Context: an optimization exercise on an open-source flow, tuned for small area. The choices shown serve that exercise and are no tape-out recipe. In this exercise RTL edits were held to simulation tests only and were not proved equivalent to the original. No activity file was given, so power comes from the tool's default toggle rates.

==> design.v <==
module edge_detector(
  input  logic clk,
  input  logic rst,
  input  logic in,
  output logic out
);
  logic [1:0] s_reg;
  always_ff @(posedge clk,posedge rst) begin
    if (rst)
      s_reg <= 2'b0;
    else begin
      s_reg[1] <= s_reg[0];
      s_reg[0] <= in;
    end
  end
  assign out = ~s_reg[1] & s_reg[0];
endmodule
module cellCA_sv(
	input logic self,
	input logic [2:0] vs,
	input logic [2:0] vc,
	output logic next);
logic p0, p1, q0, q1;
assign {p1, p0} = vs[0] + vs[1] + vs[2];
assign {q1, q0} = vc[0] + vc[1] + vc[2];
assign next = (p0 & ~q1 & (q0 ^ p1)) |
              (self & ~p0 & (q1 ? (~q0 & ~p1) : (q0 & p1)));
endmodule
module PanelDisplay (
	input logic clk,
	input logic rst,
	input logic cellOn,
	output logic [4:0] cellRow,
	output logic [5:0] cellCol,
	output logic [4:0] cycle20,
	output logic hsync,
	output logic vsync,
	output logic [3:0] red,
	output logic [3:0] green,
	output logic [3:0] blue);
  logic half;            
  logic [3:0] hOne;      
  logic [1:0] hTen;      
  logic [5:0] hCell;     
  logic [4:0] vLine;     
  logic [4:0] vCell;     
  logic hOneEnd, hTenEnd, lineEnd;
  assign hOneEnd = !half && hOne == 4'd9;
  assign hTenEnd = hOneEnd && (hTen == 2'd2 || (hCell == 6'd34 && hTen == 2'd1));
  assign lineEnd = hOneEnd && hCell == 6'd31 && hTen == 2'd0;
  always_ff @(posedge clk, posedge rst) begin
    if (rst) begin
      half <= 1'b0;
      hOne <= 4'd0;
      hTen <= 2'd1;      
      hCell <= 6'd31;
      vLine <= 5'd0;
      vCell <= 5'd0;
    end else begin
      half <= !half;
      if (!half)
        hOne <= (hOne == 4'd9) ? 4'd0 : hOne + 4'd1;
      if (hOneEnd)
        hTen <= hTenEnd ? 2'd0 : hTen + 2'd1;
      if (hTenEnd)
        hCell <= (hCell == 6'd34) ? 6'd0 : hCell + 6'd1;
      if (lineEnd) begin
        if (vLine == 5'd29 || (vCell == 5'd22 && vLine == 5'd5)) begin
          vLine <= 5'd0;
          vCell <= (vCell == 5'd22) ? 5'd0 : vCell + 5'd1;
        end else
          vLine <= vLine + 5'd1;
      end
    end
  end
  assign cellRow = vCell;
  assign cellCol = hCell;
  logic [3:0] hOneLag;
  assign hOneLag = !half ? hOne : (hOne == 4'd0) ? 4'd9 : hOne - 4'd1;
  assign cycle20 = {hOneLag, half};
  logic hsLow;
  always_comb begin
    if (hCell > 6'd25 && hCell < 6'd29)
      hsLow = 1'b1;
    else if (hCell == 6'd25)
      hsLow = hTen != 2'd0 || hOne >= 4'd6;
    else if (hCell == 6'd29)
      hsLow = hTen == 2'd0 && hOne <= 4'd5;
    else
      hsLow = 1'b0;
  end
  assign hsync = !hsLow;
  assign vsync = !(vCell == 5'd21 && vLine >= 5'd7 && vLine <= 5'd12);
  logic leftBar, rightBar, board, grid;
  assign leftBar = hCell > 6'd31 || (hCell == 6'd31 && hTen != 2'd0);   
  assign rightBar = (hCell >= 6'd20 && hCell <= 6'd22) || (hCell == 6'd23 && hTen == 2'd0);  
  assign board = hCell < 6'd20;                                           
  assign grid = (hTen == 2'd2 && hOne == 4'd9) || vLine == 5'd29;
  always_comb begin
    red = 4'b0000;
    green = 4'b0000;
    blue = 4'b0000;
    if (vCell < 5'd20) begin
      if (leftBar || rightBar) begin
        red = 4'b1111;
        green = 4'b1001;
        blue = 4'b1111;
      end else if (board) begin
        if (grid)
          red = 4'b1111;
        else if (cellOn) begin
          red = 4'b1111;
          green = 4'b1111;
          blue = 4'b1111;
        end
      end
    end
  end
endmodule
module GameOfLife_20(
	input logic clk,
	input logic rst,
	input logic load,
	input logic [4:0] load_row,  
	input logic [19:0] load_data,  
	input logic speedButton,  
	output logic vsync_out,
	output logic hsync_out,
	output logic [3:0] red,
	output logic [3:0] green,
	output logic [3:0] blue);
localparam int QN = 10;  
logic vsync, hsync;
logic edgeDet, speedButtonEdge, step;
logic [1:0] vsync_edge;
logic [1:0] speedCounter;
logic [19:0][19:0] ring;   
logic [19:0] vld;          
logic [4:0] r0;            
logic [19:0] prev;         
logic sweep;               
logic sweepReg;
assign sweep = step | sweepReg;
always_ff @(posedge clk, posedge rst) begin
	if (rst)
		sweepReg <= 1'b0;
	else
		sweepReg <= sweep & (r0 != 5'd19);
end
logic rowOk, pending, enq;
logic [5:0] dsum;
logic [4:0] dslot;
logic [19:0] ldSlot;
assign rowOk = load && (load_row < 5'd20);
assign pending = sweep && (load_row > r0);    
assign enq = rowOk && pending;
assign dsum = {1'b0, load_row} + 6'd19 - {1'b0, r0};
assign dslot = (dsum >= 6'd20) ? 5'(dsum - 6'd20) : dsum[4:0];
always_comb
	for (int s = 0; s < 20; s++)
		ldSlot[s] = rowOk && !pending && (dslot == 5'(s));
logic [QN-1:0] qv;
logic [QN-1:0][4:0] qtag;
logic [QN-1:0][19:0] qdata;
logic [QN-1:0] qhit, qfree, qalloc, qwr, qcm;
logic qanyhit, qcommit;
logic [19:0] qout;
always_comb begin
	qanyhit = 1'b0;
	qcommit = 1'b0;
	qout = 20'd0;
	for (int i = 0; i < QN; i++) begin
		qhit[i] = qv[i] && (qtag[i] == load_row);
		qfree[i] = !qv[i];
		qcm[i] = qv[i] && (qtag[i] == r0);
		qanyhit |= qhit[i];
		qcommit |= qcm[i];
		qout |= qcm[i] ? qdata[i] : 20'd0;
	end
	for (int i = 0; i < QN; i++) begin
		qalloc[i] = qfree[i];
		for (int k = 0; k < i; k++)
			if (qfree[k]) qalloc[i] = 1'b0;
		qwr[i] = enq && (qanyhit ? qhit[i] : qalloc[i]);
	end
end
always_ff @(posedge clk, posedge rst) begin
	if (rst)
		qv <= '0;
	else
		for (int i = 0; i < QN; i++)
			if (qwr[i])
				qv[i] <= 1'b1;
			else if (sweep && qcm[i])
				qv[i] <= 1'b0;
end
always_ff @(posedge clk)
	for (int i = 0; i < QN; i++)
		if (qwr[i]) begin
			qtag[i] <= load_row;
			qdata[i] <= load_data;
		end
logic [19:0] above, below, self, newRow;
logic [21:0] vs, vc;   
assign self = ring[0];
assign above = (r0 == 5'd0) ? 20'd0 : prev;
assign below = (r0 == 5'd19) ? 20'd0 : ~ring[1];
assign vs[0] = 1'b0;
assign vc[0] = 1'b0;
assign vs[21] = 1'b0;
assign vc[21] = 1'b0;
genvar j;
generate
for (j = 0; j < 20; j++) begin : g_col
	assign {vc[j+1], vs[j+1]} = above[j] + self[j] + below[j];
	cellCA_sv u_cell (.self(self[j]), .vs(vs[j+2:j]), .vc(vc[j+2:j]), .next(newRow[j]));
end
endgenerate
logic [19:0] wpoint;
always_comb begin
	if (!vld[0])
		wpoint = 20'd0;
	else if (sweep)
		wpoint = qcommit ? qout : newRow;
	else
		wpoint = ring[0];
end
always_ff @(posedge clk) begin
	prev <= ring[0];
	for (int s = 0; s < 19; s++)
		ring[s] <= ldSlot[s] ? ((s % 2 == 1) ? ~load_data : load_data) : ~ring[s+1];
	ring[19] <= ldSlot[19] ? ~load_data : ~wpoint;
end
always_ff @(posedge clk, posedge rst) begin
	if (rst)
		vld <= '0;
	else begin
		for (int s = 0; s < 19; s++)
			vld[s] <= ldSlot[s] | vld[s+1];
		vld[19] <= 1'b1;
	end
end
logic [4:0] cellRow;
logic [5:0] cellCol;
logic [19:0] lineBuf;   
always_ff @(posedge clk) begin
	if (rowOk && load_row == cellRow)
		lineBuf <= load_data;
	else if (r0 == cellRow)
		lineBuf <= ring[0];
end
PanelDisplay panel(.clk(clk), .rst(rst), .cellOn(lineBuf[cellCol[4:0]]),
                   .cellRow(cellRow), .cellCol(cellCol), .cycle20(r0), .hsync(hsync),
                   .vsync(vsync), .red(red), .green(green), .blue(blue));
assign vsync_out = vsync;
assign hsync_out = hsync;
edge_detector vsync_edge_det(.clk(clk), .rst(rst), .in(vsync), .out(edgeDet));
edge_detector speedButton_edge(.clk(clk), .rst(rst), .in(speedButton), .out(speedButtonEdge));
always_ff @(posedge clk, posedge rst) begin
	if (rst)
		speedCounter <= 2'd0;
	else if (speedButtonEdge)
		speedCounter <= speedCounter + 2'd1;
end
assign step = edgeDet && ({1'b0, vsync_edge} >= 3'd3 - {1'b0, speedCounter});
always_ff @(posedge clk, posedge rst) begin
	if (rst)
		vsync_edge <= 2'd0;
	else if (edgeDet) begin
		if (step)
			vsync_edge <= 2'd0;
		else
			vsync_edge <= vsync_edge + 2'd1;
	end
end
endmodule
==> run.sh <==
#!/bin/bash
# synth_recipe.tcl (not shown) runs the flow's synth.tcl, then flattens the netlist and writes it again
# the make line also repeats each setting of config.mk as NAME=value (left out here)
make -C /OpenROAD-flow-scripts/flow DESIGN_CONFIG=/design/flow/config.mk WORK_HOME=/design/flow/orfs CLKGATE_MAP_FILE= SYNTH_SCRIPT=/design/flow/synth_recipe.tcl finish
==> config.mk <==
export PLATFORM = sky130hd
export DESIGN_NAME = GameOfLife_20
export DESIGN_NICKNAME = GameOfLife_20
export VERILOG_FILES = /design/flow/design.v
export SDC_FILE = /design/flow/constraint.sdc
export NUM_CORES = 4
export LEC_CHECK = 0
export CAP_MARGIN = 20
export CORE_MARGIN = 2
export CORE_UTILIZATION = 40
export CTS_BUF_LIST = sky130_fd_sc_hd__clkbuf_4
export SLEW_MARGIN = 20
==> constraint.sdc <==
create_clock -name core_clock -period 10.0 [get_ports {clk}]
set_input_delay 2.0000 -clock core_clock [delete_from_list [all_inputs] [get_ports {clk}]]
set_output_delay 2.0000 -clock core_clock [all_outputs]
set_load 0.01 [all_outputs]
==> impl_metrics.toml, run 1 <==
[cts]
post_cts_buffers = 0
ctsHoldBuffers = 0
clock_path_buffers = 3
cts_resized = 0
numCtsBuffers = 191
cts_tree = "yes"
insertion_delay_ns = 1.05
clock_sinks = 752
htree_levels = 4
cts-root-buf = "clkbuf_4"
clk_pin_slew_ns = 0.07

[yosys]
synth.cell_area_um2 = 30800
synth_ff_type = "dfxtp_1"
synth.avg_cell_area_um2 = 12.3
synth_seq_area_share = 0.587
synth.distinct_cells = 68
synth_edf_count = 270
synthCells = 2513
async_flop_share = 0.0824
synth_fp_nets = 2674
ys.warnings.count = 3
synth-seq-cells = 752

[global_route]
grt-busiest-layer = "met2"
use_met1 = 0.258
use_met2 = 0.327
grt_use_total = 0.200
met3_usage = 0.0403
grt_pass1_wl_um = 120000
grt_pass1_vias = 20443
overflow = 0
grt_max_degree = 63
antenna_found_initial = 3

[critical_path]
path_class = "register to register"
start_kind = "register"
rr_startpoint = "panel.half$_DFF_PP0_"
worstPathMaxFanout = 21
r2r_end = "ring[297]$_DFF_P_"
worst-r2r-setup-slack_ns = 3.75
endpoint_kind = "register"
critical_path_required_ns = 10.92
crit_end = "ring[297]$_DFF_P_"
cp.arrival_ns = 7.17
critPathLaunch = "panel.half$_DFF_PP0_"
reg2reg_depth = 17

[timing]
fin_setup_tns_ns = 0
finalCritPeriodShare = 0.625
worst_pin_slew_ns = 1.15
max_freq_ghz = 0.160
drv_slew = 0
max_slew_margin = 0.233
setup_viol = 0
clock_skew_ns = 0.0777
whs_ns = 0.353
rsz0062_at_grt = "no"
finalHoldViolCount = 0
fin_crit_ns = 6.25

[routing]
num_vias = 19710
antenna_left = 0
wirelength_um = 77800
drtIter0Drc = 1171
drc = 0
wl_per_cell_um = 20.3
vias_per_cell = 5.14
drtPass1Iterations = 5

[layout]
top_register = "ring"
final_cell_mix = "dfxtp_1 (420), mux2i_1 (291), clkbuf_4 (277)"
area_growth_pct = 13.7
mostFrequentLayoutCell = "dfxtp_1"
nFillCells = 6907
layout-drive-gt1-share = 0.168
multi_input_area_um2 = 11800
ff_latch_area_um2 = 18100
design_area_um2 = 35000
largest_reg_flops = 400
stdcell_count = 3836
nNetsFinal = 2828
largestRegisters = "ring x400, qdata x200, qtag x50"

[placed_design]
io_buffers = 42
placed_cell_area_um2 = 32600
gp_congestion = 0.865
dp.cells = 3504
dp_hpwl_um = 47400

[die]
dieArea_um2 = 79200
die_w_um = 281
rows = 101
io_pins = 43
start_util = 0.405
dieHeight_um = 281
placeableCoreArea_um2 = 76100

[hold_path]
hp-class = "register to register"
hold_depth = 1

[pwr]
power.leakage_nw = 12.9
pwr_density_cell_nw_per_um2 = 254
ir_drop_mv = 0.145

[run]
max_cap_viol_count = 0

[run_status]
status = "finished clean"
==> worst min-delay path by stage <==
stage | startpoint | end
floorplan | ring[10]$_DFF_P_ | prev[10]$_DFF_P_
global placement | ring[15]$_DFF_P_ | prev[15]$_DFF_P_
detailed placement | ring[12]$_DFF_P_ | prev[12]$_DFF_P_
CTS | ring[78]$_DFF_P_ | ring[58]$_DFF_P_
global route | ring[59]$_DFF_P_ | ring[39]$_DFF_P_
finish | ring[78]$_DFF_P_ | ring[58]$_DFF_P_
==> final cells by class <==
cell class | instances | area share
Clock inverter | 53 | 0.00933
Inverter | 145 | 0.0156
Tap cell | 1030 | 0.0368
Sequential cell | 752 | 0.516
Clock buffer | 277 | 0.0594
Multi-Input combinational cell | 1469 | 0.336
Timing Repair Buffer | 108 | 0.0262
Antenna cell | 2 | 0.000143
==> routing by layer <==
layer | share of wire | routed length, um
met2 | 0.48 | 37100
met5 | 0 | 0
met3 | 0.047 | 3680
met1 | 0.44 | 34500
met4 | 0.032 | 2500
==> power breakdown <==
| group | switching [W] | internal (W) | total [W] |
|---|---|---|---|
| Clock | 0.00126 | 0.00129 | 0.00255 |
| Sequential | 0.000215 | 0.00377 | 0.00399 |
| Combinational | 0.00132 | 0.00101 | 0.00233 |
==> cell families after synthesis <==
group                      after synthesis  share of synthesized area
DFF                                    752                      0.587
and+or+nand+nor                        515                     0.0805
AOI/OAI and AO/OA                      386                     0.0854
muxes                                  322                      0.108
buffers and inverters                  292                     0.0381
adders and majority gates              132                     0.0680
xor gates and xnor gates               113                     0.0327
other                                    1                   0.000122
==> stage by stage <==
stage	utilization	total power, W	worst slack [ns]
finish	0.460	0.00887	3.75
global route	0.460	0.00950	3.39
CTS	0.460	0.00895	3.81
detailed placement	0.428	0.00634	3.46
global placement	0.428	0.00615	3.57
floorplan	-	0.00566	3.37
==> synthesized netlist by cell type, types with 10 or more instances <==
| cell | instances | area [um2] |
|---|---|---|
| a21oi_1 | 117 | 586 |
| a221oi_1 | 40 | 350 |
| a22o_1 | 42 | 368 |
| a22oi_1 | 21 | 158 |
| a32o_1 | 16 | 160 |
| and3_1 | 24 | 150 |
| buf_1 | 29 | 109 |
| buf_2 | 20 | 100 |
| buf_4 | 10 | 75.1 |
| clkbuf_1 | 86 | 323 |
| dfrtp_1 | 56 | 1400 |
| dfxtp_1 | 420 | 8410 |
| edfxtp_1 | 270 | 8110 |
| fa_1 | 59 | 1180 |
| ha_1 | 73 | 913 |
| inv_1 | 145 | 544 |
| mux2_2 | 24 | 270 |
| mux2i_1 | 291 | 2910 |
| nand2_1 | 153 | 574 |
| nand2b_1 | 19 | 119 |
| nand3_1 | 31 | 155 |
| nand3b_1 | 10 | 75.1 |
| nand4_1 | 10 | 62.6 |
| nor2_1 | 165 | 619 |
| nor3_1 | 12 | 60.1 |
| o211ai_1 | 31 | 233 |
| o21ai_0 | 49 | 245 |
| o22ai_1 | 13 | 81.3 |
| o31ai_1 | 11 | 82.6 |
| or2_2 | 32 | 200 |
| or3_1 | 10 | 62.6 |
| xnor2_1 | 74 | 648 |
| xor2_1 | 38 | 333 |
==> worst max-delay path, stage by stage (launching register included) <==
cell and delay [ns]:
dfrtp_1 1.02, inv_1 0.22, ha_1 0.93, inv_1 0.12
ha_1 0.36, ha_1 0.19, inv_1 0.07, fa_1 0.39
xnor2_1 0.35, inv_1 0.14, ha_1 0.20, nand2_1 0.05
nand2_1 0.06, a21oi_1 0.31, nand2_1 0.13, mux2_2 0.39
nor2_4 0.91, mux2i_1 0.30
==> run 2: changes to the inputs <==
--- a/config.mk
+++ b/config.mk
@@ -7,6 +7,7 @@
 export LEC_CHECK = 0
 export CAP_MARGIN = 20
 export CORE_MARGIN = 2
-export CORE_UTILIZATION = 40
-export CTS_BUF_LIST = sky130_fd_sc_hd__clkbuf_4
+export CORE_UTILIZATION = 60
+export CTS_BUF_LIST = sky130_fd_sc_hd__clkbuf_8
+export CTS_CLUSTER_SIZE = 30
 export SLEW_MARGIN = 20
==> run 2 against run 1 <==
Net effect: largest cell class unchanged; clock power rose by 3%; sequential share of layout area rose by 0.54 points; design area fell by 1.0%; area after synthesis did not move; highest routed layer unchanged; final cell count fell by 12%; utilization rose by 22 points; largest power group unchanged; non-clock buffer count did not move; clock skew fell by 0.055 ns; still clean; critical path depth fell by 1; clock-buffer cell count fell by 131; register-to-register slack improved by 0.59 ns.
==> impl_metrics.toml, run 2 <==
[run_status]
status = "finished clean"

[layout]
nFillCells = 3842
largest_reg_flops = 400
largestRegisters = "ring x400, qdata x200, qtag x50"
area_growth_pct = 12.5
mostFrequentLayoutCell = "dfxtp_1"
final_cell_mix = "dfxtp_1 (420), mux2i_1 (291), edfxtp_1 (270)"
layout-drive-gt1-share = 0.128
top_register = "ring"
nNetsFinal = 2753
design_area_um2 = 34600
fin_util = 0.679
stdcell_count = 3374

[critical_path]
cp.arrival_ns = 6.66
path_cells = "clkdlybuf4s50_1, buf_4, inv_1, ha_1, fa_1, xnor2_1, inv_1, ha_1, nand2_1, nand2_1, a21oi_1, nand2_1, mux2_2, nor2_2, buf_4, mux2i_1"
critical_path_required_ns = 10.66
path_class = "primary input to register"
endpoint_kind = "register"
cp_top_family = "buffers and inverters"
cp_common_cell = "nand2_1"
worstPathMaxFanout = 24
path_buf_inv = 5
max_stage_delay_ns = 0.68
slowest_stage = "nor2_2"
start_kind = "primary input"

[yosys]
synth.avg_cell_area_um2 = 12.3
synth.cell_area_um2 = 30800
synth.distinct_cells = 68
yosysTopAreaCellShare = 0.273
synth_edf_count = 270
synth_fp_nets = 2674
netlist_top_cells_count = "dfxtp_1 (420), mux2i_1 (291), edfxtp_1 (270)"
async_flop_share = 0.0824
synth_seq_area_share = 0.587
yosys.area.top_type = "dfxtp_1"
yosysMostFrequentCell = "dfxtp_1"
synth-seq-cells = 752
synthCells = 2513
yosys-top-cells-area = "dfxtp_1 (27%), edfxtp_1 (26%), mux2i_1 (9.5%)"
ys.warnings.count = 3
synth_ff_type = "dfxtp_1"

[cts]
clock_path_buffers = 3
cts-root-buf = "clkbuf_8"
post_cts_buffers = 0
clk_pin_slew_ns = 0.06
clock_sinks = 752
numCtsBuffers = 116
insertion_delay_ns = 0.75
cts_resized = 0
cts_tree = "yes"
ctsHoldBuffers = 0
htree_levels = 3

[pwr]
power.leakage_nw = 12.9
pwr_density_cell_nw_per_um2 = 261
clkPwrFrac = 0.291
p_comb_frac = 0.264
seqPwrFrac = 0.445
p_sw_w = 0.00285
ir_drop_mv = 0.155
p_int_w = 0.00619
sw_frac_of_total = 0.315

[run]
max_cap_viol_count = 0

[routing]
drtIter0Drc = 1479
vias_per_cell = 5.86
drtPass1Iterations = 7
wl_per_cell_um = 23.8
drc = 0
num_vias = 19763
antenna_left = 0
wirelength_um = 80300

[global_route]
use_met2 = 0.514
grt_max_degree = 63
grt_pass1_vias = 20231
overflow = 0
grt_pass1_wl_um = 123000
met3_usage = 0.0462
antenna_found_initial = 1
use_met1 = 0.411
grt_use_total = 0.307
grt-busiest-layer = "met2"

[timing]
max_freq_ghz = 0.167
worst_pin_slew_ns = 1.14
max_slew_margin = 0.240
fin_crit_ns = 6.00
rsz0062_at_grt = "no"
clock_skew_ns = 0.0224
finalHoldViolCount = 0
setup_viol = 0
drv_slew = 0
finalCritPeriodShare = 0.600
whs_ns = 0.371
fin_setup_tns_ns = 0

[die]
die_w_um = 231
dieArea_um2 = 53200
placeableCoreArea_um2 = 51000
dieHeight_um = 231
rows = 83
start_util = 0.604
io_pins = 43

[placed_design]
dp_hpwl_um = 50600
dp.cells = 3153
io_buffers = 42
placed_cell_area_um2 = 32200
gp_congestion = 0.862

[hold_path]
hp-class = "register to register"
run 2: power by group through the flow:
stage / Sequential, W / Clock, W / Combinational, W
6_report: 0.00402 / 0.00263 / 0.00239
5_1_grt: 0.00407 / 0.00280 / 0.00272
4_1_cts: 0.00402 / 0.00267 / 0.00238
3_5_place_dp: 0.00408 / 0 / 0.00236
3_3_place_gp: 0.00408 / 0 / 0.00217
2_1_floorplan: 0.00396 / 0 / 0.00171
run 2: path summary, 6_finish.rpt:
kind	start	endpoint	slack (ns)	cells after the start
setup / recovery	load_row[2]	ring[300]$_DFF_P_	4.00	16
hold / removal	ring[15]$_DFF_P_	prev[15]$_DFF_P_	0.37	0
setup reg to reg	panel.half$_DFF_PP0_	ring[300]$_DFF_P_	4.34	17
hold reg to reg	ring[15]$_DFF_P_	prev[15]$_DFF_P_	0.37	0
max in group asynchronous	rst	vld[5]$_DFF_PP0_	7.47	3
min in group asynchronous	rst	speedCounter[1]$_DFFE_PP0P_	1.89	3
run 2: kinds of logic (layout without fill, tap and decap cells):
logic type / Yosys count / after routing / share of synthesized area
buf+inv: 292 / 472 / 0.0381
flops: 752 / 752 / 0.587
mux: 322 / 322 / 0.108
compound gates: 386 / 386 / 0.0854
xor+xnor: 113 / 113 / 0.0327
fa+ha+maj: 132 / 132 / 0.0680
other cells: 1 / 2 / 0.000122
simple gates: 515 / 515 / 0.0805
run 2: area by class of cell:
| cell class | count | area, um2 | share of cell area |
|---|---|---|---|
| well taps | 680 | 851 | 0.0246 |
| clock buffers | 146 | 2010 | 0.0580 |
| repair buffers | 108 | 922 | 0.0266 |
| inverters | 145 | 544 | 0.0157 |
| multi-input cells | 1469 | 11800 | 0.340 |
| clock inverters | 73 | 445 | 0.0129 |
| diodes | 1 | 2.50 | 0.0000722 |
| flip-flops and latches | 752 | 18100 | 0.522 |
run 2: stage by stage:
| step | setup slack (ns) | power (W) |
|---|---|---|
| 3_3_place_gp | 3.31 | 0.00624 |
| 6_report | 4.00 | 0.00904 |
| 3_5_place_dp | 3.22 | 0.00643 |
| 2_1_floorplan | 3.37 | 0.00566 |
| 4_1_cts | 3.98 | 0.00907 |
| 5_1_grt | 3.80 | 0.00959 |
run 2: routing by layer:
metal,vias up,share of wire
li1,9035,-
met1,9910,0.43
met2,656,0.48
met3,162,0.057
met4,0,0.033
met5,-,0
==> run 3: changes to the inputs <==
--- a/config.mk
+++ b/config.mk
@@ -8,6 +8,5 @@
 export CAP_MARGIN = 20
 export CORE_MARGIN = 2
 export CORE_UTILIZATION = 60
-export CTS_BUF_LIST = sky130_fd_sc_hd__clkbuf_8
-export CTS_CLUSTER_SIZE = 30
+export CTS_BUF_LIST = sky130_fd_sc_hd__clkbuf_1 sky130_fd_sc_hd__clkbuf_2 sky130_fd_sc_hd__clkbuf_4 sky130_fd_sc_hd__clkbuf_8
 export SLEW_MARGIN = 20
==> run 3 against run 2 <==
Net effect: still clean; routed wire length about the same; clock skew grew 0.0027 ns; flip-flop and latch count stayed put; fmax grew 0.15%; sequential share of layout area unchanged; via count fell by 0.14%; critical path type unchanged.
==> impl_metrics.toml, run 3 <==
[run_status]
status = "finished clean"

[cts]
cts_tree = "yes"
post_cts_buffers = 0
htree_levels = 3
cts-root-buf = "clkbuf_8"
cts_resized = 0
clock_sinks = 752
ctsHoldBuffers = 0
clock_path_buffers = 3
numCtsBuffers = 116
clk_pin_slew_ns = 0.06
insertion_delay_ns = 0.75

[die]
start_util = 0.604
dieHeight_um = 231
io_pins = 43
placeableCoreArea_um2 = 51000
dieArea_um2 = 53200
rows = 83
die_w_um = 231

[routing]
drtPass1Iterations = 8
antenna_left = 0
drc = 0
vias_per_cell = 5.85
wl_per_cell_um = 23.8
dr_wl_met2_um = 38600
wirelength_um = 80300
drtIter0Drc = 1451
route.met3.wl_um = 4400
met1_length_um = 34700
top_layer = "met4"
num_vias = 19736

[yosys]
yosysTopAreaCellShare = 0.273
netlist_top_cells_count = "dfxtp_1 (420), mux2i_1 (291), edfxtp_1 (270)"
synth.cell_area_um2 = 30800
synth_compound_area_frac = 0.0854
synth_fa_ha_area_frac = 0.0680
synth_seq_area_share = 0.587
yosys.area.top_type = "dfxtp_1"
synth_fp_nets = 2674
synth-seq-cells = 752
synth.avg_cell_area_um2 = 12.3
yosys-top-cells-area = "dfxtp_1 (27%), edfxtp_1 (26%), mux2i_1 (9.5%)"
synth_ff_type = "dfxtp_1"
ys.warnings.count = 3
synth-simple-area-share = 0.0805
synth_top_family_by_area = "multiplexers"
synth.distinct_cells = 68
synth-xor-area-share = 0.0327
synth_edf_count = 270
yosysMostFrequentCell = "dfxtp_1"
synthMuxAreaShare = 0.108
async_flop_share = 0.0824
synthCells = 2513

[hold_path]
hp-class = "register to register"
hold_depth = 0

[critical_path]
path_cells = "clkdlybuf4s50_1, buf_4, inv_1, ha_1, fa_1, xnor2_1, inv_1, ha_1, nand2_1, nand2_1, a21oi_1, nand2_1, mux2_2, nor2_2, buf_4, mux2i_1"
start_kind = "primary input"
reg2reg_depth = 17
cp.arrival_ns = 6.65
path_class = "primary input to register"
endpoint_kind = "register"
worstPathMaxFanout = 24
cp_common_cell = "nand2_1"
slowest_stage = "nor2_2"
critical_path_required_ns = 10.66
max_stage_delay_ns = 0.68

[pwr]
ir_drop_mv = 0.155
power.leakage_nw = 12.7
pwr_density_cell_nw_per_um2 = 262

[timing]
finalHoldViolCount = 0
max_freq_ghz = 0.167
fin_setup_tns_ns = 0
setup_viol = 0
fin_crit_ns = 5.99
clock_skew_ns = 0.0251
drv_slew = 0
rsz0062_at_grt = "no"
finalCritPeriodShare = 0.599
max_slew_margin = 0.247
worst_pin_slew_ns = 1.13

[global_route]
grt_pass1_wl_um = 123000
overflow = 0
antenna_found_initial = 1
grt_max_degree = 63
grt_pass1_vias = 20230
grt_use_total = 0.307

[layout]
nNetsFinal = 2753
design_area_um2 = 34600
largestRegisters = "ring x400, qdata x200, qtag x50"
fin_util = 0.679
top_register = "ring"
largest_reg_flops = 400
layout-drive-gt1-share = 0.128
final_cell_mix = "dfxtp_1 (420), mux2i_1 (291), edfxtp_1 (270)"
area_growth_pct = 12.5
mostFrequentLayoutCell = "dfxtp_1"

[placed_design]
gp_congestion = 0.862
io_buffers = 42
placed_cell_area_um2 = 32200
dp_hpwl_um = 50600

[run]
max_cap_viol_count = 0
-- run 3: cell count changes in the layout (fill, tap and decap cells not counted), sizes merged --
cell    previous run  this run
inv              191       149
clkbuf           146       188
-- run 3: logic make-up (layout without fill, tap and decap cells) --
group           after synthesis  count (layout)
flops                       752             752
simple gates                515             515
compound gates              386             386
mux                         322             322
buf+inv                     292             472
fa+ha+maj                   132             132
xor+xnor                    113             113
other cells                   1               2
-- run 3: per-stage QoR --
step | total power (W) | setup WS, ns | hold slack [ns] | cells
after global routing | 0.00963 | 3.80 | 0.390 | 3374
after detailed placement | 0.00643 | 3.22 | 0.365 | 3153
after floorplan | 0.00566 | 3.37 | 0.346 | 2513
final | 0.00908 | 4.01 | 0.372 | 3374
after CTS | 0.00911 | 3.98 | 0.376 | 3372
after global placement | 0.00624 | 3.31 | 0.362 | 3151
-- run 3: cell type report --
type	count	area (um2)
timing repair buffer	108	922
fill	3842	16400
antenna	1	2.50
inverter	145	544
tap	680	851
clock buffer	188	2170
multi-input combinational	1469	11800
sequential	752	18100
clock inverter	31	288
-- run 3: power breakdown --
part | switching [W] | leakage [nW] | internal, W | total [W]
clock network | 0.00123 | 1.25 | 0.00145 | 0.00267
logic | 0.00137 | 4.81 | 0.00101 | 0.00239
registers | 0.000249 | 6.64 | 0.00378 | 0.00403
-- run 3: final timing paths --
| path | to | from | slack (ns) |
|---|---|---|---|
| min reg2reg | prev[15]$_DFF_P_ | ring[15]$_DFF_P_ | 0.37 |
| max in group asynchronous | vld[5]$_DFF_PP0_ | rst | 7.47 |
| min | prev[15]$_DFF_P_ | ring[15]$_DFF_P_ | 0.37 |
| max reg2reg | ring[300]$_DFF_P_ | panel.half$_DFF_PP0_ | 4.33 |
| min in group asynchronous | vsync_edge[1]$_DFFE_PP0P_ | rst | 1.88 |
| max | ring[300]$_DFF_P_ | load_row[2] | 4.01 |
-- run 3: critical path: cells and delay by family --
kind | cells | cell delay [ns]
adder cells (fa/ha/maj) | 3 | 1.02
XOR/XNOR | 1 | 0.31
AND/OR/NAND/NOR | 4 | 0.91
buffers and inverters | 5 | 1.44
multiplexers | 2 | 0.63
AO/OA/AOI/OAI | 1 | 0.30
-- run 3: layer usage --
layer / vias to the layer above / GRT usage
met5: - / 0
met2: 634 / 0.514
met4: 0 / 0.105
met1: 9902 / 0.411
li1: 9039 / -
met3: 161 / 0.0462
==> run 4: changes to the inputs <==
--- a/config.mk
+++ b/config.mk
@@ -8,5 +8,6 @@
 export CAP_MARGIN = 20
 export CORE_MARGIN = 2
 export CORE_UTILIZATION = 60
-export CTS_BUF_LIST = sky130_fd_sc_hd__clkbuf_1 sky130_fd_sc_hd__clkbuf_2 sky130_fd_sc_hd__clkbuf_4 sky130_fd_sc_hd__clkbuf_8
+export CTS_BUF_LIST = sky130_fd_sc_hd__clkbuf_2
+export CTS_CLUSTER_SIZE = 10
 export SLEW_MARGIN = 20
==> run 4 against run 3 <==
Net effect: still clean; synthesized cell count unchanged; clock-buffer cell count increased by 94; setup slack worse by 0.26 ns; die area stayed put; critical path depth is 10 lower; flip-flop and latch count unchanged; global-route usage rose by 0.45 points; critical path type is now register to output port; largest cell class unchanged; largest power group unchanged.
==> impl_metrics.toml, run 4 <==
[run_status]
status = "finished clean"

[critical_path]
worstPathMaxFanout = 10
endpoint_kind = "output port"
critPathLaunch = "panel.hCell[0]$_DFFE_PP1P_"
rr_startpoint = "panel.half$_DFF_PP0_"
path_cells = "mux4_2, mux4_2, mux2_2, nor4bb_1, o21bai_1, clkdlybuf4s50_1"
path_class = "register to output port"
start_kind = "register"
cp.arrival_ns = 4.25
slowest_stage = "dfstp_2"
critical_path_required_ns = 8.00
cp_common_cell = "mux4_2"
max_stage_delay_ns = 0.72

[die]
rows = 83
io_pins = 43
start_util = 0.604
placeableCoreArea_um2 = 51000
die_w_um = 231
dieArea_um2 = 53200
dieHeight_um = 231

[routing]
antenna_left = 0
wirelength_um = 80700
vias_per_cell = 5.76
num_vias = 20100
drc = 0
wl_per_cell_um = 23.1
drtPass1Iterations = 5
drtIter0Drc = 1416

[timing]
whs_ns = 0.381
worst_pin_slew_ns = 1.16
worst_slack_ns = 3.75
rsz0062_at_grt = "no"
fin_crit_ns = 6.25
finalCritPeriodShare = 0.625
max_slew_margin = 0.228
fin_setup_tns_ns = 0
clock_skew_ns = 0.0712
finalHoldViolCount = 0
max_freq_ghz = 0.160
setup_viol = 0
drv_slew = 0

[yosys]
yosys.area.top_type = "dfxtp_1"
yosys-top-cells-area = "dfxtp_1 (27%), edfxtp_1 (26%), mux2i_1 (9.5%)"
synth.distinct_cells = 68
ys.warnings.count = 3
netlist_top_cells_count = "dfxtp_1 (420), mux2i_1 (291), edfxtp_1 (270)"
synth_fp_nets = 2674
synth_edf_count = 270
synth.cell_area_um2 = 30800
synth-seq-cells = 752
yosysTopAreaCellShare = 0.273
synthCells = 2513
synth_ff_type = "dfxtp_1"
yosysMostFrequentCell = "dfxtp_1"
synth.avg_cell_area_um2 = 12.3
synth_seq_area_share = 0.587
async_flop_share = 0.0824

[placed_design]
io_buffers = 42
dp_hpwl_um = 50600
placed_cell_area_um2 = 32200
pre_cts_ws_ns = 3.22
gp_congestion = 0.862

[global_route]
grt_pass1_vias = 20809
grt_use_total = 0.312
grt_max_degree = 63
overflow = 0
grt_pass1_wl_um = 123000
antenna_found_initial = 1

[pwr]
ir_drop_mv = 0.131
pwr_density_cell_nw_per_um2 = 250
power.leakage_nw = 12.8

[layout]
area_growth_pct = 10.1
nNetsFinal = 2821
largestRegisters = "ring x400, qdata x200, qtag x50"
top_register = "ring"
fin_util = 0.665
final_cell_mix = "dfxtp_1 (420), mux2i_1 (291), clkbuf_2 (282)"
largest_reg_flops = 400
mostFrequentLayoutCell = "dfxtp_1"
layout-drive-gt1-share = 0.169
design_area_um2 = 33900

[cts]
insertion_delay_ns = 1.35
cts_resized = 0
post_cts_buffers = 0
clk_pin_slew_ns = 0.10
ctsHoldBuffers = 0
cts-root-buf = "clkbuf_2"
cts_tree = "yes"
htree_levels = 4
clock_path_buffers = 3
clock_sinks = 752
numCtsBuffers = 184

[hold_path]
hp-class = "register to register"
hold_start = "ring[17]$_DFF_P_"

[run]
max_cap_viol_count = 0
==> run 4: cell counts after synthesis <==
Identical to the previous run, type by type.
==> run 4: area by class of cell <==
type,instances,area [um2]
Antenna cell,2,5.00
Clock buffer,282,1410
Clock inverter,49,315
Fill cell,3994,17100
Inverter,145,544
Multi-Input combinational cell,1469,11800
Sequential cell,752,18100
Tap cell,680,851
Timing Repair Buffer,108,922
==> run 4: power breakdown <==
part / internal [W] / total, W / switching [W]
combinational: 0.00101 / 0.00239 / 0.00138
sequential: 0.00377 / 0.00402 / 0.000250
clock: 0.000853 / 0.00207 / 0.00121
==> run 4: stage by stage <==
step                total power, W  cells
floorplan                  0.00566   2513
global placement           0.00624   3151
detailed placement         0.00643   3153
CTS                        0.00851   3484
global route               0.00905   3487
finish                     0.00847   3487
==> run 4: kinds of logic after synthesis <==
group | count (synthesis) | share of synthesized area
flip-flops | 752 | 0.587
AND/OR/NAND/NOR | 515 | 0.0805
AO/OA/AOI/OAI | 386 | 0.0854
multiplexers | 322 | 0.108
buffers and inverters | 292 | 0.0381
adder cells (fa/ha/maj) | 132 | 0.0680
XOR/XNOR | 113 | 0.0327
other | 1 | 0.000122
==> run 4: per-layer routing <==
layer	track usage	wire, um	part of all wire	vias to the layer above
met4	0.127	2250	0.028	0
met2	0.517	39000	0.48	623
met5	0	0	0	-
li1	-	-	-	9252
met1	0.409	35100	0.44	10096
met3	0.0530	4250	0.053	129
==> run 4: worst paths after layout <==
check	to	slack, ns	depth (start not counted)
setup / recovery	blue[0]	3.75	6
hold / removal	prev[17]$_DFF_P_	0.38	0
setup reg to reg	ring[311]$_DFF_P_	4.39	17
hold reg to reg	prev[17]$_DFF_P_	0.38	0
max in group asynchronous	vld[14]$_DFF_PP0_	8.06	3
min in group asynchronous	vsync_edge[0]$_DFFE_PP0P_	1.27	3
==> run 4: worst max-delay path, delay by kind of cell, from the launching register on <==
kind                   cells  cell delay (ns)
muxes                      3             1.30
DFF                        1             0.72
buffers and inverters      1             0.50
AOI/OAI and AO/OA          1             0.24
and+or+nand+nor            1             0.16
==> run 5: changes to the inputs <==
--- a/design.v
+++ b/design.v
@@ -135,17 +135,19 @@
 logic [1:0] vsync_edge;
 logic [1:0] speedCounter;
 logic [19:0][19:0] ring;   
-logic [19:0] vld;          
 logic [4:0] r0;            
-logic [19:0] prev;         
 logic sweep;               
 logic sweepReg;
+logic clearing;            
 assign sweep = step | sweepReg;
 always_ff @(posedge clk, posedge rst) begin
-	if (rst)
-		sweepReg <= 1'b0;
-	else
+	if (rst) begin
+		sweepReg <= 1'b1;
+		clearing <= 1'b1;
+	end else begin
 		sweepReg <= sweep & (r0 != 5'd19);
+		clearing <= clearing & (r0 != 5'd19);
+	end
 end
 logic rowOk, pending, enq;
 logic [5:0] dsum;
@@ -201,9 +203,10 @@
 			qdata[i] <= load_data;
 		end
 logic [19:0] above, below, self, newRow;
+logic [19:0] lineBuf;
 logic [21:0] vs, vc;   
 assign self = ring[0];
-assign above = (r0 == 5'd0) ? 20'd0 : prev;
+assign above = (r0 == 5'd0) ? 20'd0 : lineBuf;   
 assign below = (r0 == 5'd19) ? 20'd0 : ~ring[1];
 assign vs[0] = 1'b0;
 assign vc[0] = 1'b0;
@@ -218,35 +221,22 @@
 endgenerate
 logic [19:0] wpoint;
 always_comb begin
-	if (!vld[0])
-		wpoint = 20'd0;
-	else if (sweep)
-		wpoint = qcommit ? qout : newRow;
+	if (sweep)
+		wpoint = qcommit ? qout : clearing ? 20'd0 : newRow;
 	else
 		wpoint = ring[0];
 end
 always_ff @(posedge clk) begin
-	prev <= ring[0];
 	for (int s = 0; s < 19; s++)
 		ring[s] <= ldSlot[s] ? ((s % 2 == 1) ? ~load_data : load_data) : ~ring[s+1];
 	ring[19] <= ldSlot[19] ? ~load_data : ~wpoint;
 end
-always_ff @(posedge clk, posedge rst) begin
-	if (rst)
-		vld <= '0;
-	else begin
-		for (int s = 0; s < 19; s++)
-			vld[s] <= ldSlot[s] | vld[s+1];
-		vld[19] <= 1'b1;
-	end
-end
 logic [4:0] cellRow;
 logic [5:0] cellCol;
-logic [19:0] lineBuf;   
 always_ff @(posedge clk) begin
 	if (rowOk && load_row == cellRow)
 		lineBuf <= load_data;
-	else if (r0 == cellRow)
+	else if (sweep || r0 == cellRow)
 		lineBuf <= ring[0];
 end
 PanelDisplay panel(.clk(clk), .rst(rst), .cellOn(lineBuf[cellCol[4:0]]),
==> flow/run.sh (new file) <==
#!/bin/bash
set -e
cp standard.sh standard_sh_copy.log
export CTS_ARGS="-sink_clustering_enable -repair_clock_nets -buf_list sky130_fd_sc_hd__clkbuf_2 -sink_clustering_size 10 -dont_use_dummy_load"
bash standard.sh > standard_run.log 2>&1
==> standard.sh (new file) <==
#!/bin/bash
# synth_recipe.tcl (not shown) runs the flow's synth.tcl, then flattens the netlist and writes it again
# the make line also repeats each setting of config.mk as NAME=value (left out here)
make -C /OpenROAD-flow-scripts/flow DESIGN_CONFIG=/design/flow/config.mk WORK_HOME=/design/flow/orfs CLKGATE_MAP_FILE= SYNTH_SCRIPT=/design/flow/synth_recipe.tcl "${@:-finish}"
removed: run.sh
==> run 5 against run 4 <==
Net effect: clock power decreased by about 30%; fmax increased by 2.7%; power decreased by 6.9%; combinational power increased by 3%; final cell count decreased by 4.4%; non-clock buffer count increased by 5; sequential power about the same; critical endpoint is now blue[2]; die area decreased by 1.8%; still clean.
==> impl_metrics.toml, run 5 <==
[run_status]
status = "finished clean"

[cts]
clk_pin_slew_ns = 0.09
numCtsBuffers = 172
ctsHoldBuffers = 0
clock_path_buffers = 3
cts-root-buf = "clkbuf_2"
cts_tree = "yes"
htree_levels = 4
post_cts_buffers = 0
insertion_delay_ns = 1.36
cts_resized = 0
clock_sinks = 713

[timing]
finalHoldViolCount = 0
fin_crit_ns = 6.09
max_slew_margin = 0.303
drv_slew = 0
rsz0062_at_grt = "no"
setup_viol = 0
fin_setup_tns_ns = 0
max_freq_ghz = 0.164
worst_pin_slew_ns = 1.05
finalCritPeriodShare = 0.609
clock_skew_ns = 0.180

[placed_design]
dp_hpwl_um = 49800
io_buffers = 42
gp_congestion = 0.906

[critical_path]
reg2reg_depth = 15
start_kind = "register"
path_class = "register to output port"
worstPathMaxFanout = 10
path_buf_inv = 1
critical_path_required_ns = 8.00
slowest_stage = "dfstp_2"
cp.arrival_ns = 4.09
path_depth = 7
cp_top_family = "multiplexers"
path_cells = "mux4_2, mux4_2, nand2b_1, a21oi_1, nand2_1, a21oi_1, clkdlybuf4s50_1"
endpoint_kind = "output port"
max_stage_delay_ns = 0.73

[die]
dieArea_um2 = 52200
io_pins = 43
placeableCoreArea_um2 = 50000
die_w_um = 228
start_util = 0.605
dieHeight_um = 228
rows = 82

[layout]
largest_reg_flops = 400
largestRegisters = "ring x400, qdata x200, qtag x50"
area_growth_pct = 6.52
fin_util = 0.644
layout-drive-gt1-share = 0.117
multi_input_area_um2 = 11900
mostFrequentLayoutCell = "dfxtp_1"
ff_latch_area_um2 = 17200
nNetsFinal = 2786
nFillCells = 3979
final_cell_mix = "dfxtp_1 (400), mux2i_1 (332), edfxtp_1 (270)"
top_register = "ring"

[global_route]
overflow = 0
grt_max_degree = 46
antenna_found_initial = 2
grt_pass1_wl_um = 119000
grt_pass1_vias = 20208
grt_use_total = 0.303

[yosys]
synth.avg_cell_area_um2 = 11.9
synth_fp_nets = 2662
synth_seq_area_share = 0.569
yosysMostFrequentCell = "dfxtp_1"
ys.warnings.count = 3
synth_edf_count = 270
synth_ff_type = "dfxtp_1"
yosysTopAreaCellShare = 0.268
async_flop_share = 0.0603
yosys-top-cells-area = "edfxtp_1 (27%), dfxtp_1 (26%), mux2i_1 (11%)"
synthCells = 2534
synth.cell_area_um2 = 30200
yosys.area.top_type = "edfxtp_1"
synth-seq-cells = 713
synth.distinct_cells = 83
netlist_top_cells_count = "dfxtp_1 (400), mux2i_1 (332), edfxtp_1 (270)"

[pwr]
clkPwrFrac = 0.183
ir_drop_mv = 0.138
p_comb_frac = 0.311
pwr_density_cell_nw_per_um2 = 245
power.leakage_nw = 14.1
sw_frac_of_total = 0.341
p_int_w = 0.00520
p_sw_w = 0.00269
seqPwrFrac = 0.506

[routing]
wl_per_cell_um = 23.4
vias_per_cell = 5.94
drc = 0
wirelength_um = 78000
antenna_left = 0
num_vias = 19826
drtIter0Drc = 1597
drtPass1Iterations = 5

[hold_path]
hp-class = "register to register"
hold_depth = 1

[run]
max_cap_viol_count = 0
==> run 5: changes by cell type after synthesis, sizes merged, moves of 21 or more <==
cell | previous run | this run
a221oi | 40 | 3
o211ai | 31 | 5
nor3 | 12 | 38
inv | 145 | 121
a22o | 42 | 3
dfrtp | 56 | 35
nor2 | 165 | 144
xor2 | 39 | 64
a22oi | 21 | 56
nand2 | 153 | 130
mux2i | 292 | 333
fa | 59 | 27
==> run 5: metrics by stage <==
stage          instance area (um2)  power, W  setup slack [ns]  std cells  hold WS (ns)
6_report                     32200   0.00789              3.91       3335         0.321
5_1_grt                      32200   0.00840              3.63       3330         0.299
4_1_cts                      32200   0.00793              3.75       3327         0.287
3_5_place_dp                 31300   0.00648              3.34       3155         0.378
3_3_place_gp                 31300   0.00638              3.52       3155         0.361
2_1_floorplan                30200   0.00568              4.49       2534         0.355
==> run 5: worst paths after layout <==
check	to	slack (ns)	startpoint
worst max-delay path	blue[2]	3.91	panel.hCell[0]$_DFFE_PP1P_
worst min-delay path	ring[124]$_DFF_P_	0.32	ring[144]$_DFF_P_
worst max register to register	ring[388]$_DFF_P_	4.28	panel.half$_DFF_PP0_
worst min register to register	ring[124]$_DFF_P_	0.32	ring[144]$_DFF_P_
max in group asynchronous	qv[5]$_DFFE_PP0P_	8.12	rst
min in group asynchronous	vsync_edge_det.s_reg[1]$_DFF_PP0_	1.18	rst
==> run 5: power by group through the flow <==
stage | Sequential, W | Combinational [W] | Clock [W]
4_1_cts | 0.00399 | 0.00245 | 0.00149
3_5_place_dp | 0.00405 | 0.00243 | 0
6_report | 0.00400 | 0.00246 | 0.00144
2_1_floorplan | 0.00390 | 0.00178 | 0
3_3_place_gp | 0.00406 | 0.00233 | 0
5_1_grt | 0.00404 | 0.00272 | 0.00163
==> run 5: logic make-up after synthesis <==
logic type / count (synthesis) / synth area share
flops: 713 / 0.569
simple gates: 522 / 0.0853
compound gates: 408 / 0.0918
mux: 346 / 0.118
buf+inv: 284 / 0.0402
xor+xnor: 148 / 0.0433
fa+ha+maj: 113 / 0.0523
==> run 5: worst register-to-register path: stages, from the launching register on <==
cell      delay (ns)
dfrtp_1         0.33
buf_4           0.39
nand2b_1        0.37
nand2_1         0.37
and2_1          0.34
inv_1           0.08
ha_1            0.33
fa_1            0.44
xor2_1          0.43
ha_1            0.28
nand2_1         0.06
a21oi_1         0.45
mux2_2          0.47
nor2_4          0.62
nor2_2          0.27
a221o_1         0.36
==> run 5: layout make-up <==
type                            count  share of cell area
Timing Repair Buffer              113              0.0297
Clock buffer                      172              0.0267
Multi-Input combinational cell   1537               0.368
Antenna cell                        7            0.000544
Sequential cell                   713               0.534
Tap cell                          672              0.0261
Inverter                          121              0.0141
==> run 5: per-layer routing <==
| layer | wire (um) | vias to the layer above | global-route usage |
|---|---|---|---|
| met5 | 0 | - | 0 |
| met3 | 4730 | 148 | 0.0583 |
| li1 | - | 9247 | - |
| met4 | 2880 | 0 | 0.143 |
| met2 | 37300 | 683 | 0.497 |
| met1 | 33100 | 9748 | 0.390 |
==> run 6: changes to the inputs <==
==> flow/run.sh (replaced) <==
#!/bin/bash
set -e
export CTS_ARGS="-sink_clustering_enable -repair_clock_nets -buf_list sky130_fd_sc_hd__clkbuf_4 -dont_use_dummy_load"
bash standard.sh > standard_run.log 2>&1
--- a/config.mk
+++ b/config.mk
@@ -8,6 +8,4 @@
 export CAP_MARGIN = 20
 export CORE_MARGIN = 2
 export CORE_UTILIZATION = 60
-export CTS_BUF_LIST = sky130_fd_sc_hd__clkbuf_2
-export CTS_CLUSTER_SIZE = 10
 export SLEW_MARGIN = 20
==> run 6 against run 5 <==
Net effect: utilization up 0.90 points; via count up 0.39%; area after synthesis unchanged; non-clock buffer count down 1; combinational power about the same; clock power up 25%; design area up 1.4%; critical path type unchanged; critical endpoint is now green[1]; highest routed layer unchanged.
==> impl_metrics.toml, run 6 <==
[cts]
clock_sinks = 713
clock_path_buffers = 3
insertion_delay_ns = 0.99
ctsHoldBuffers = 0
cts_tree = "yes"
htree_levels = 4
numCtsBuffers = 178
clk_pin_slew_ns = 0.06
post_cts_buffers = 0
cts-root-buf = "clkbuf_4"
cts_resized = 0

[yosys]
yosys-top-cells-area = "edfxtp_1 (27%), dfxtp_1 (26%), mux2i_1 (11%)"
yosysMostFrequentCell = "dfxtp_1"
synth.distinct_cells = 83
synth.avg_cell_area_um2 = 11.9
async_flop_share = 0.0603
yosys.area.top_type = "edfxtp_1"
synth_seq_area_share = 0.569
synth.cell_area_um2 = 30200
synth-seq-cells = 713
netlist_top_cells_count = "dfxtp_1 (400), mux2i_1 (332), edfxtp_1 (270)"
synth_ff_type = "dfxtp_1"
yosysTopAreaCellShare = 0.268
synthCells = 2534
synth_edf_count = 270
synth_fp_nets = 2662
ys.warnings.count = 3

[critical_path]
worstPathMaxFanout = 22
worst-r2r-setup-slack_ns = 4.35
reg2reg_depth = 15
start_kind = "register"
endpoint_kind = "output port"
cp.arrival_ns = 3.77
critical_path_required_ns = 8.00
path_class = "register to output port"
r2r_end = "ring[388]$_DFF_P_"
rr_startpoint = "panel.half$_DFF_PP0_"

[timing]
worst_pin_slew_ns = 1.08
max_slew_margin = 0.281
clock_skew_ns = 0.102
finalCritPeriodShare = 0.577
drv_slew = 0
rsz0062_at_grt = "no"
fin_setup_tns_ns = 0
max_freq_ghz = 0.173
finalHoldViolCount = 0
setup_viol = 0
fin_crit_ns = 5.77

[routing]
top_layer = "met4"
wl_per_cell_um = 23.3
dr_wl_met2_um = 37100
drc = 0
wirelength_um = 77800
num_vias = 19903
antenna_left = 0
vias_per_cell = 5.97
drtPass1Iterations = 6
drtIter0Drc = 1563
met1_length_um = 32700
route.met3.wl_um = 5030

[layout]
design_area_um2 = 32600
final_cell_mix = "dfxtp_1 (400), mux2i_1 (332), edfxtp_1 (270)"
mostFrequentLayoutCell = "dfxtp_1"
top_register = "ring"
layout-drive-gt1-share = 0.119
nNetsFinal = 2791
area_growth_pct = 8.00
nFillCells = 3892
fin_util = 0.653
stdcell_count = 3335
largest_reg_flops = 400
largestRegisters = "ring x400, qdata x200, qtag x50"

[pwr]
power.leakage_nw = 14.2
ir_drop_mv = 0.156
p_comb_frac = 0.297
sw_frac_of_total = 0.326
p_int_w = 0.00557
p_total_w = 0.00826
p_sw_w = 0.00269
seqPwrFrac = 0.484
clkPwrFrac = 0.218
pwr_density_cell_nw_per_um2 = 253

[hold_path]
hold_depth = 1
hold_end = "ring[123]$_DFF_P_"
hp-class = "register to register"
hold_start = "ring[143]$_DFF_P_"

[die]
dieHeight_um = 228
start_util = 0.605
rows = 82
dieArea_um2 = 52200
placeableCoreArea_um2 = 50000
io_pins = 43
die_w_um = 228

[global_route]
antenna_found_initial = 2
grt_pass1_wl_um = 119000
grt_max_degree = 46
grt_pass1_vias = 20281
overflow = 0
grt_use_total = 0.303

[placed_design]
dp_hpwl_um = 49800
placed_cell_area_um2 = 31300
io_buffers = 42
gp_congestion = 0.906
dp.cells = 3155

[run]
max_cap_viol_count = 0

[run_status]
status = "finished clean"
## run 6: kinds of logic after synthesis
kind of cell	count (synthesis)	synth area share
fa+ha+maj	113	0.0523
compound gates	408	0.0918
simple gates	522	0.0853
flops	713	0.569
xor+xnor	148	0.0433
buf+inv	284	0.0402
mux	346	0.118
## run 6: worst max-delay path: stages (launching register included)
cell,delay (ns)
dfrtp_1,0.89
inv_1,0.53
a41oi_1,0.40
nand2_1,0.13
nor3b_1,0.28
clkdlybuf4s50_1,0.59
## run 6: how the worst max path moves through the flow
stage	start	end
finish	panel.hOne[1]$_DFFE_PP0N_	green[1]
global route	panel.hOne[1]$_DFFE_PP0N_	blue[2]
CTS	panel.hOne[1]$_DFFE_PP0N_	blue[2]
detailed placement	load_row[2]	ring[332]$_DFF_P_
global placement	load_row[2]	ring[382]$_DFF_P_
floorplan	load_row[2]	ring[320]$_DFF_P_
## run 6: layout make-up
| cell class | instances | area, um2 | area share |
|---|---|---|---|
| Sequential cell | 713 | 17200 | 0.527 |
| Multi-Input combinational cell | 1537 | 11900 | 0.363 |
| Clock buffer | 178 | 1340 | 0.0409 |
| Timing Repair Buffer | 112 | 941 | 0.0288 |
| Tap cell | 672 | 841 | 0.0258 |
| Inverter | 121 | 454 | 0.0139 |
| Antenna cell | 2 | 5.00 | 0.000153 |
## run 6: metal layers
layer / up-vias / GRT usage
li1: 9276 / -
met2: 712 / 0.498
met1: 9764 / 0.389
met3: 151 / 0.0560
met5: - / 0
met4: 0 / 0.144
## run 6: power groups by stage
stage,sequential [W],clock (W),combinational [W]
2_1_floorplan,0.00390,0,0.00178
5_1_grt,0.00405,0.00200,0.00273
3_5_place_dp,0.00405,0,0.00243
6_report,0.00400,0.00180,0.00246
3_3_place_gp,0.00406,0,0.00233
4_1_cts,0.00400,0.00185,0.00245
## run 6: per-stage QoR
step	worst slack, ns	hold WS (ns)
final	4.23	0.352
after global placement	3.52	0.361
after detailed placement	3.34	0.378
after CTS	4.11	0.348
after global routing	3.96	0.370
after floorplan	4.49	0.355
==> run 7: changes to the inputs <==
==> flow/run.sh (replaced) <==
#!/bin/bash
set -e
export CTS_ARGS="-sink_clustering_enable -repair_clock_nets -buf_list sky130_fd_sc_hd__clkbuf_2 -sink_clustering_size 8 -dont_use_dummy_load"
bash standard.sh > standard_run.log 2>&1
--- a/config.mk
+++ b/config.mk
@@ -5,7 +5,7 @@
 export SDC_FILE = /design/flow/constraint.sdc
 export NUM_CORES = 4
 export LEC_CHECK = 0
-export CAP_MARGIN = 20
+export CAP_MARGIN = 0
 export CORE_MARGIN = 2
-export CORE_UTILIZATION = 60
-export SLEW_MARGIN = 20
+export CORE_UTILIZATION = 70
+export SLEW_MARGIN = 0
==> run 7 against run 6 <==
Net effect: register-to-register slack improved by 0.08 ns; synthesized cell count unchanged; global-route usage rose by 4.4 points; final cell count decreased by 2.9%; utilization up 9.4 points; hold slack lost 0.011 ns; largest power group unchanged; clock-buffer cell count shrank 11; flip-flop and latch count unchanged; clock skew is 0.033 ns higher; combinational power barely moved; power is 4.6% lower; first-iteration DRC count rose by 11%.
==> impl_metrics.toml, run 7 <==
[run_status]
status = "finished clean"

[critical_path]
max_stage_delay_ns = 0.89
reg2reg_depth = 15
cp.arrival_ns = 4.10
rr_startpoint = "panel.half$_DFF_PP0_"
start_kind = "register"
path_cells = "inv_1, a41oi_1, nand2_1, a21oi_1, clkdlybuf4s50_1"
slowest_stage = "dfrtp_1"
critical_path_required_ns = 8.00
r2r_end = "ring[382]$_DFF_P_"
worstPathMaxFanout = 22
critPathLaunch = "panel.hOne[1]$_DFFE_PP0N_"
worst-r2r-setup-slack_ns = 4.43
crit_end = "blue[3]"
endpoint_kind = "output port"
path_class = "register to output port"

[timing]
setup_viol = 0
worst_pin_slew_ns = 1.23
fin_crit_ns = 6.10
rsz0062_at_grt = "no"
max_freq_ghz = 0.164
fin_setup_tns_ns = 0
clock_skew_ns = 0.135
max_slew_margin = 0.176
drv_slew = 0
finalCritPeriodShare = 0.610
finalHoldViolCount = 0

[layout]
final_cell_mix = "dfxtp_1 (400), mux2i_1 (332), edfxtp_1 (270)"
fin_util = 0.747
stdcell_count = 3237
nFillCells = 2990
ff_latch_area_um2 = 17200
area_growth_pct = 5.97
layout-drive-gt1-share = 0.114
largest_reg_flops = 400
largestRegisters = "ring x400, qdata x200, qtag x50"
multi_input_area_um2 = 11900
top_register = "ring"
mostFrequentLayoutCell = "dfxtp_1"
design_area_um2 = 32000
nNetsFinal = 2778

[run]
max_cap_viol_count = 0

[global_route]
antenna_found_initial = 1
grt_use_total = 0.347
grt_pass1_wl_um = 116000
grt_max_degree = 46
grt_pass1_vias = 20200
overflow = 0

[routing]
drtPass1Iterations = 6
drc = 0
wl_per_cell_um = 23.4
wirelength_um = 75700
antenna_left = 0
drtIter0Drc = 1736
num_vias = 19960
vias_per_cell = 6.17

[cts]
htree_levels = 4
clock_sinks = 713
cts_resized = 0
cts_tree = "yes"
numCtsBuffers = 167
cts-root-buf = "clkbuf_2"
post_cts_buffers = 0
clk_pin_slew_ns = 0.09
ctsHoldBuffers = 0
insertion_delay_ns = 1.35
clock_path_buffers = 3

[placed_design]
placed_cell_area_um2 = 31200
dp_hpwl_um = 48600
dp.cells = 3066
gp_congestion = 0.942
io_buffers = 42

[yosys]
netlist_top_cells_count = "dfxtp_1 (400), mux2i_1 (332), edfxtp_1 (270)"
synth.cell_area_um2 = 30200
synth-seq-cells = 713
synth_ff_type = "dfxtp_1"
synth.distinct_cells = 83
async_flop_share = 0.0603
synth_fp_nets = 2662
synthCells = 2534
synth_seq_area_share = 0.569
ys.warnings.count = 3
yosys-top-cells-area = "edfxtp_1 (27%), dfxtp_1 (26%), mux2i_1 (11%)"
synth_edf_count = 270
yosysTopAreaCellShare = 0.268
yosys.area.top_type = "edfxtp_1"
yosysMostFrequentCell = "dfxtp_1"
synth.avg_cell_area_um2 = 11.9

[die]
io_pins = 43
die_w_um = 212
dieHeight_um = 212
dieArea_um2 = 44900
start_util = 0.705
placeableCoreArea_um2 = 42900
rows = 76

[pwr]
p_total_w = 0.00788
ir_drop_mv = 0.173
power.leakage_nw = 14.0
pwr_density_cell_nw_per_um2 = 246

[hold_path]
hp-class = "register to register"
==> run 7: cell counts after synthesis <==
Identical to the previous run, type by type.
==> run 7: area by class of cell <==
type                    instances  share of cell area
repair buffers                110              0.0291
multi-input cells            1537               0.370
diodes                          4            0.000313
flip-flops and latches        713               0.537
well taps                     585              0.0229
inverters                     121              0.0142
clock buffers                 167              0.0261
==> run 7: worst min path at each step <==
stage	startpoint	endpoint	slack, ns	depth (start not counted)
4_1_cts	ring[359]$_DFF_P_	ring[339]$_DFF_P_	0.35	1
2_1_floorplan	speedButton_edge.s_reg[0]$_DFF_PP0_	speedButton_edge.s_reg[1]$_DFF_PP0_	0.35	0
3_5_place_dp	speedButton_edge.s_reg[0]$_DFF_PP0_	speedButton_edge.s_reg[1]$_DFF_PP0_	0.38	0
3_3_place_gp	speedButton_edge.s_reg[0]$_DFF_PP0_	speedButton_edge.s_reg[1]$_DFF_PP0_	0.36	0
6_report	ring[213]$_DFF_P_	ring[193]$_DFF_P_	0.34	1
5_1_grt	ring[87]$_DFF_P_	ring[67]$_DFF_P_	0.37	1
==> run 7: cells by family (layout without fill, tap and decap cells) <==
| logic type | count (synthesis) | count (layout) | share of synthesized area |
|---|---|---|---|
| other | 0 | 4 | 0 |
| and+or+nand+nor | 522 | 522 | 0.0853 |
| buffers and inverters | 284 | 398 | 0.0402 |
| DFF | 713 | 713 | 0.569 |
| muxes | 346 | 346 | 0.118 |
| adders and majority gates | 113 | 113 | 0.0523 |
| xor gates and xnor gates | 148 | 148 | 0.0433 |
| AOI/OAI and AO/OA | 408 | 408 | 0.0918 |
==> run 7: where the power goes <==
part / total (W) / internal, W / switching (W) / leakage (nW)
registers: 0.00400 / 0.00370 / 0.000296 / 6.43
logic: 0.00248 / 0.00106 / 0.00142 / 6.92
clock network: 0.00141 / 0.000434 / 0.000972 / 0.694
total: 0.00788 / 0.00519 / 0.00269 / 14.0
==> run 7: stage by stage <==
stage | hold WS (ns) | setup slack, ns
after floorplan | 0.355 | 4.49
after global placement | 0.363 | 3.44
after detailed placement | 0.375 | 3.28
after CTS | 0.348 | 3.75
after global routing | 0.368 | 3.64
final | 0.341 | 3.90
==> run 7: per-layer routing <==
metal	GRT usage	vias to the layer above	share of wire
li1	-	9241	-
met1	0.445	9809	0.41
met2	0.566	775	0.48
met3	0.0774	135	0.072
met4	0.158	0	0.035
met5	0	-	0
==> run 7: critical path, delay by kind of cell, from the launching register on <==
family	cells	cell delay, ns
and+or+nand+nor	1	0.13
DFF	1	0.89
AOI/OAI and AO/OA	2	0.69
buffers and inverters	2	1.10
==> run 8: changes to the inputs <==
==> flow/run.sh (replaced) <==
#!/bin/bash
set -e
export CTS_ARGS="-sink_clustering_enable -repair_clock_nets -buf_list sky130_fd_sc_hd__clkbuf_2 -sink_clustering_size 8 -dont_use_dummy_load"
export BUFFER_PORTS_ARGS="-buffer_cell sky130_fd_sc_hd__buf_1"
bash standard.sh > standard_run.log 2>&1
==> run 8 against run 7 <==
Net effect: still clean; fmax grew 7.9%; clock power is essentially flat; sequential power is essentially flat; power grew 0.10%; flip-flop and latch count is the same; area after synthesis is the same; combinational power is essentially flat; synthesized cell count is the same; design area shrank 0.78%; critical endpoint is now ring[395]$_DFF_P_; highest routed layer unchanged.
==> impl_metrics.toml, run 8 <==
[routing]
drtPass1Iterations = 8
wirelength_um = 76000
drtIter0Drc = 1871
wl_per_cell_um = 23.5
num_vias = 20088
drc = 0
vias_per_cell = 6.20
antenna_left = 0

[die]
io_pins = 43
dieHeight_um = 212
dieArea_um2 = 44900
die_w_um = 212
rows = 76
placeableCoreArea_um2 = 42900
start_util = 0.705

[yosys]
synth_fa_ha_area_frac = 0.0523
synth.cell_area_um2 = 30200
synth-seq-cells = 713
synth_fp_nets = 2662
synthCells = 2534
synth-simple-area-share = 0.0853
netlist_top_cells_count = "dfxtp_1 (400), mux2i_1 (332), edfxtp_1 (270)"
synth.distinct_cells = 83
synth-xor-area-share = 0.0433
ys.warnings.count = 3
synth_compound_area_frac = 0.0918
yosysMostFrequentCell = "dfxtp_1"
synth_ff_type = "dfxtp_1"
synth.avg_cell_area_um2 = 11.9
synthMuxAreaShare = 0.118
yosys-top-cells-area = "edfxtp_1 (27%), dfxtp_1 (26%), mux2i_1 (11%)"
synth_edf_count = 270
synth_top_family_by_area = "multiplexers"
yosysTopAreaCellShare = 0.268
synth_seq_area_share = 0.569
yosys.area.top_type = "edfxtp_1"
async_flop_share = 0.0603

[critical_path]
endpoint_kind = "register"
worstPathMaxFanout = 40
path_class = "register to register"
critical_path_required_ns = 11.10
start_kind = "register"
cp.arrival_ns = 6.75

[layout]
nFillCells = 2993
area_growth_pct = 5.15
largest_reg_flops = 400
top_register = "ring"
nNetsFinal = 2780
ff_latch_area_um2 = 17200
layout-drive-gt1-share = 0.115
final_cell_mix = "dfxtp_1 (400), mux2i_1 (332), edfxtp_1 (270)"
stdcell_count = 3239
multi_input_area_um2 = 11900
largestRegisters = "ring x400, qdata x200, qtag x50"
mostFrequentLayoutCell = "dfxtp_1"

[timing]
rsz0062_at_grt = "no"
setup_viol = 0
fin_crit_ns = 5.65
finalHoldViolCount = 0
drv_slew = 0
clock_skew_ns = 0.166
finalCritPeriodShare = 0.565
max_slew_margin = 0.255
max_freq_ghz = 0.177
fin_setup_tns_ns = 0
worst_pin_slew_ns = 1.12

[run_status]
status = "finished clean"

[placed_design]
io_buffers = 42
gp_congestion = 0.985
dp.cells = 3067
dp_hpwl_um = 49100

[cts]
clock_sinks = 713
clock_path_buffers = 3
post_cts_buffers = 0
cts_tree = "yes"
htree_levels = 4
numCtsBuffers = 168
cts_resized = 0
ctsHoldBuffers = 0
insertion_delay_ns = 1.32
clk_pin_slew_ns = 0.11
cts-root-buf = "clkbuf_2"

[global_route]
grt_pass1_vias = 20182
antenna_found_initial = 2
grt_pass1_wl_um = 115000
grt_max_degree = 46
overflow = 0
grt_use_total = 0.348

[hold_path]
hp-class = "register to register"

[pwr]
ir_drop_mv = 0.173
power.leakage_nw = 13.9
pwr_density_cell_nw_per_um2 = 248

[run]
max_cap_viol_count = 0
run 8: cell counts after synthesis:
No cell type changed its count.
run 8: final cells by class:
| class | instances | share of cell area |
|---|---|---|
| Multi-Input combinational cell | 1537 | 0.373 |
| Antenna cell | 4 | 0.000315 |
| Sequential cell | 713 | 0.541 |
| Timing Repair Buffer | 111 | 0.0213 |
| Inverter | 121 | 0.0143 |
| Tap cell | 585 | 0.0230 |
| Clock buffer | 168 | 0.0265 |
run 8: power breakdown:
part | internal (W) | switching (W) | total [W]
combinational | 0.00105 | 0.00142 | 0.00247
sequential | 0.00370 | 0.000302 | 0.00400
clock | 0.000436 | 0.000976 | 0.00141
total | 0.00519 | 0.00270 | 0.00789
run 8: cells by family after synthesis:
family                   after synthesis
buffers and inverters                284
flip-flops                           713
AND/OR/NAND/NOR                      522
adder cells (fa/ha/maj)              113
XOR/XNOR                             148
multiplexers                         346
AO/OA/AOI/OAI                        408
run 8: critical path, cell delays in order, from the launching register on:
cell      delay [ns]
dfrtp_1         0.34
buf_4           0.37
nand2b_1        0.29
nand2_1         0.35
and2_1          0.31
inv_1           0.07
ha_1            0.33
fa_1            0.44
xor2_1          0.46
ha_1            0.28
nand2_1         0.06
a21oi_1         0.43
mux2_2          0.46
nor2_4          0.64
nor2_2          0.28
a221o_1         0.36
run 8: metrics by stage:
stage / utilization / power, W / area [um2] / hold WS [ns] / setup WS (ns)
global route: 0.741 / 0.00836 / 31800 / 0.375 / 4.05
finish: 0.741 / 0.00789 / 31800 / 0.361 / 4.35
global placement: 0.721 / 0.00633 / 30900 / 0.364 / 3.83
CTS: 0.741 / 0.00789 / 31800 / 0.376 / 4.23
floorplan: - / 0.00568 / 30200 / 0.355 / 4.49
detailed placement: 0.721 / 0.00647 / 30900 / 0.372 / 3.68
run 8: path summary, 6_finish.rpt:
check / start / endpoint / slack, ns / cells after the start
min reg2reg: ring[333]$_DFF_P_ / ring[313]$_DFF_P_ / 0.36 / 1
min: ring[333]$_DFF_P_ / ring[313]$_DFF_P_ / 0.36 / 1
max in group asynchronous: rst / panel.vLine[3]$_DFFE_PP0P_ / 8.47 / 2
max: panel.half$_DFF_PP0_ / ring[395]$_DFF_P_ / 4.35 / 15
min in group asynchronous: rst / qv[5]$_DFFE_PP0P_ / 0.88 / 2
max reg2reg: panel.half$_DFF_PP0_ / ring[395]$_DFF_P_ / 4.35 / 15
run 8: per-layer routing:
| layer | GRT usage | vias up | part of all wire |
|---|---|---|---|
| met5 | 0 | - | 0 |
| met4 | 0.198 | 0 | 0.052 |
| met3 | 0.0770 | 188 | 0.075 |
| met2 | 0.550 | 838 | 0.47 |
| met1 | 0.446 | 9818 | 0.41 |
| li1 | - | 9244 | - |

Re-timed with assumed drivers on the ports (clkbuf_16 on the clock, buf_2 on other inputs), run 8 has 4.332 ns of setup slack against 4.349 ns with ideal ports, and 3.555 ns once port delays also move by the mid clock arrival of 1.301 ns.
